What follows belongs to an exercise in optimizing a design on an open flow for small area and a short achievable clock period; a production flow would make more cautious choices. In this exercise RTL edits were held to simulation tests only and were not proved equivalent to the original.

==> build 74 <==
Design systolic_array, start of the top module:
module systolic_array #(
    parameter DATA_W = 16,
    parameter DIM = 4
) (
    input  logic clk,
    input  logic rst_n,
    input  logic [DIM*DATA_W-1:0] a_in,
    input  logic [DIM*DATA_W-1:0] b_in,
    input  logic valid_in,
    output logic [DIM*2*DATA_W-1:0] c_out,
    output logic valid_out
);
export LEC_CHECK = 0
export CAP_MARGIN = 20
export CORE_MARGIN = 2
export CORE_UTILIZATION = 40
export CTS_BUF_LIST = sky130_fd_sc_hd__clkbuf_8
export PLACE_DENSITY = 0.7
export SLEW_MARGIN = 20
create_clock -name core_clock -period 9.0 [get_ports {clk}]
standard.sh (not shown) runs the stock make flow with config.mk's settings and CLKGATE_MAP_FILE= SYNTH_SCRIPT=/design/flow/synth_recipe.tcl, a recipe that flattens the netlist after the stock synthesis.
==> flow/flow/run.sh <==
#!/bin/bash
set -euo pipefail
bash standard.sh SETUP_SLACK_MARGIN=5.5 "BUFFER_PORTS_ARGS=-buffer_cell sky130_fd_sc_hd__buf_2" finish > standard.log 2>&1
==> inputs of trial 33, as changes to build 74 <==
--- a/flow/config.mk
+++ b/flow/config.mk
@@ -8,5 +8,5 @@
 export CAP_MARGIN = 20
 export CORE_MARGIN = 2
-export CORE_UTILIZATION = 40
+export CORE_UTILIZATION = 50
 export CTS_BUF_LIST = sky130_fd_sc_hd__clkbuf_8
 export PLACE_DENSITY = 0.7
==> inputs of trial 2, as changes to build 74 <==
--- a/flow/config.mk
+++ b/flow/config.mk
@@ -10,4 +10,3 @@
 export CORE_UTILIZATION = 40
 export CTS_BUF_LIST = sky130_fd_sc_hd__clkbuf_8
-export PLACE_DENSITY = 0.7
 export SLEW_MARGIN = 20
==> impl_metrics.py <==
metrics = {
    "outcome": {
        "status": "finished clean",
    },
    "final_layout": {
        "num-fill-cells": 27013,
        "final_area_um2": 137000,
        "clock_buffers": 311,
        "multi_input_gates": 7354,
        "fin_util_pct": 45.9,
    },
    "critical_path": {
        "cp.depth": 10,
        "cp-startpoint": "a1_2_2[5]$_DFFE_PP_",
        "arrival_ps": 4170,
    },
}
Source of the figures above: build 74

==> impl_metrics.py <==
metrics = {
    "critical_path": {
        "cp-startpoint": "x0_0_3[39]$_DFFE_PP_",
        "arrival_ps": 4480,
        "cp.depth": 14,
    },
    "final_layout": {
        "num-fill-cells": 19438,
        "final_area_um2": 138000,
        "multi_input_gates": 7356,
        "clock_buffers": 327,
    },
    "yosys": {
        "synthMuxAreaShare_pct": 6.30,
    },
    "outcome": {
        "status": "finished clean",
    },
}
Source of the figures above: trial 33

==> impl_metrics.py <==
metrics = {
    "yosys": {
        "synth_most_common_cell": "edfxtp_1",
    },
    "final_layout": {
        "fin_util_pct": 46.5,
        "num-fill-cells": 27241,
        "final_area_um2": 139000,
        "clock_buffers": 324,
        "multi_input_gates": 7356,
    },
    "outcome": {
        "status": "finished clean",
    },
    "critical_path": {
        "cp.depth": 14,
        "cp-startpoint": "x0_0_3[39]$_DFFE_PP_",
    },
}
Source of the figures above: trial 2



==> inputs of run D <==
Starting RTL as in the previous note.
export LEC_CHECK = 0
export CAP_MARGIN = 20
export CORE_MARGIN = 2
export CORE_UTILIZATION = 40
export SETUP_SLACK_MARGIN = 5
export SLEW_MARGIN = 20
create_clock -name core_clock -period 9.0 [get_ports {clk}]
run.sh (not shown) runs the stock make flow with config.mk's settings and CLKGATE_MAP_FILE= SYNTH_SCRIPT=/design/flow/synth_recipe.tcl, a recipe that flattens the netlist after the stock synthesis.
Stock flow here: none of the scripts above is used.
==> run C (differences from run D) <==
==> flow/flow/run.sh (new file) <==
#!/bin/bash
set -euo pipefail
bash standard.sh SETUP_SLACK_MARGIN=5.5 "BUFFER_PORTS_ARGS=-buffer_cell sky130_fd_sc_hd__buf_2" finish > standard.log 2>&1
==> flow/standard.sh (new file) <==
#!/bin/bash
# synth_recipe.tcl (not shown) runs the flow's synth.tcl, then flattens the netlist and writes it again
# the make line also repeats each setting of config.mk as NAME=value (left out here)
make -C /OpenROAD-flow-scripts/flow DESIGN_CONFIG=/design/flow/config.mk WORK_HOME=/design/flow/orfs CLKGATE_MAP_FILE= SYNTH_SCRIPT=/design/flow/synth_recipe.tcl "${@:-finish}"
--- a/flow/config.mk
+++ b/flow/config.mk
@@ -8,5 +8,6 @@
 export CAP_MARGIN = 20
 export CORE_MARGIN = 2
 export CORE_UTILIZATION = 40
-export SETUP_SLACK_MARGIN = 5
+export CTS_BUF_LIST = sky130_fd_sc_hd__clkbuf_8
+export PLACE_DENSITY = 0.8
 export SLEW_MARGIN = 20
removed: flow/run.sh
==> run A (differences from run D) <==
==> flow/flow/run.sh (new file) <==
#!/bin/bash
set -euo pipefail
bash standard.sh SETUP_SLACK_MARGIN=5.5 finish > standard.log 2>&1
==> flow/standard.sh (new file) <==
#!/bin/bash
# synth_recipe.tcl (not shown) runs the flow's synth.tcl, then flattens the netlist and writes it again
# the make line also repeats each setting of config.mk as NAME=value (left out here)
make -C /OpenROAD-flow-scripts/flow DESIGN_CONFIG=/design/flow/config.mk WORK_HOME=/design/flow/orfs CLKGATE_MAP_FILE= SYNTH_SCRIPT=/design/flow/synth_recipe.tcl "${@:-finish}"
--- a/flow/config.mk
+++ b/flow/config.mk
@@ -8,5 +8,4 @@
 export CAP_MARGIN = 20
 export CORE_MARGIN = 2
 export CORE_UTILIZATION = 40
-export SETUP_SLACK_MARGIN = 5
 export SLEW_MARGIN = 20
removed: flow/run.sh
==> comparison table <==
                                                                 run D         run A         run C
Result of the run                     no timing/DRC/antenna violations  no timing/DRC/antenna violations  no timing/DRC/antenna violations
Fraction of area in registers                                    0.361         0.341         0.351
Inserted Clock Buffers                                             191           188           285
Detail-routed net length per standard cell                     20.6 um       22.0 um       20.7 um
Worst Clk Skew                                                 93.0 ps       68.9 ps        119 ps
Peak fanout along the critical path                                  3             4             2
Area of placed instances                                  126000 sq um  126000 sq um  125000 sq um
Arrival time of the worst setup path                           4570 ps       4310 ps       1750 ps
Relative slew slack                                              0.208         0.235         0.216
Global router's overall resource usage                           0.202         0.215         0.196
Post-synthesis to final-layout area growth                       11.2%         18.2%         14.6%
Fraction of layout cells with a size suffix above 1             0.0912         0.159         0.164
Vias in the first global route                                   82300         84300         82400
Share of the final layout cell area in multi-input gates         0.477         0.458         0.467
Violation count after the first detailed-route iteration          6929          8597         10700
Met1 track demand over resource in global routing                0.294         0.309         0.277
Area of all placed cells without fillers                  134000 sq um  142000 sq um  138000 sq um
Number of gates resized after CTS                                   35           616           249
Worst path buffer plus inverter count                                2             2             1
Cell depth of the worst setup path                                  12            14             1

## re-timing with driven ports
How much do the figures lean on ideal ports? The routed layouts below were timed once more, with nothing changed but the port constraints.
Step 1 assumes that a clkbuf_16 drives the clock port and a buf_2 every other input.
Step 2 times the ports against the registers' clock, not the clock port: input delays grow and output delays shrink by t, the midpoint of the rising clock arrivals with the driver on.
Three values: no drivers, after step 1, after step 2; two values: the first two.
| run | t (ns) | setup slack, ns | cell pins on the clock port's net |
|---|---|---|---|
| build 74 | 1.056 | 5.497 / 5.405 / 4.515 | 1 |
| trial 33 | 1.120 | 5.403 / 5.403 / 4.421 | 1 |
| trial 2 | 1.088 | 5.430 / 5.392 / 4.508 | 1 |
| run D | 0.963 | 5.008 / 5.036 / 4.130 | 1 |
| run C | 1.033 | 5.446 / 5.354 / 4.466 | 1 |
| run A | 0.968 | 5.414 / 5.414 / 4.576 | 1 |
After both steps setup and hold are still met in every run listed.
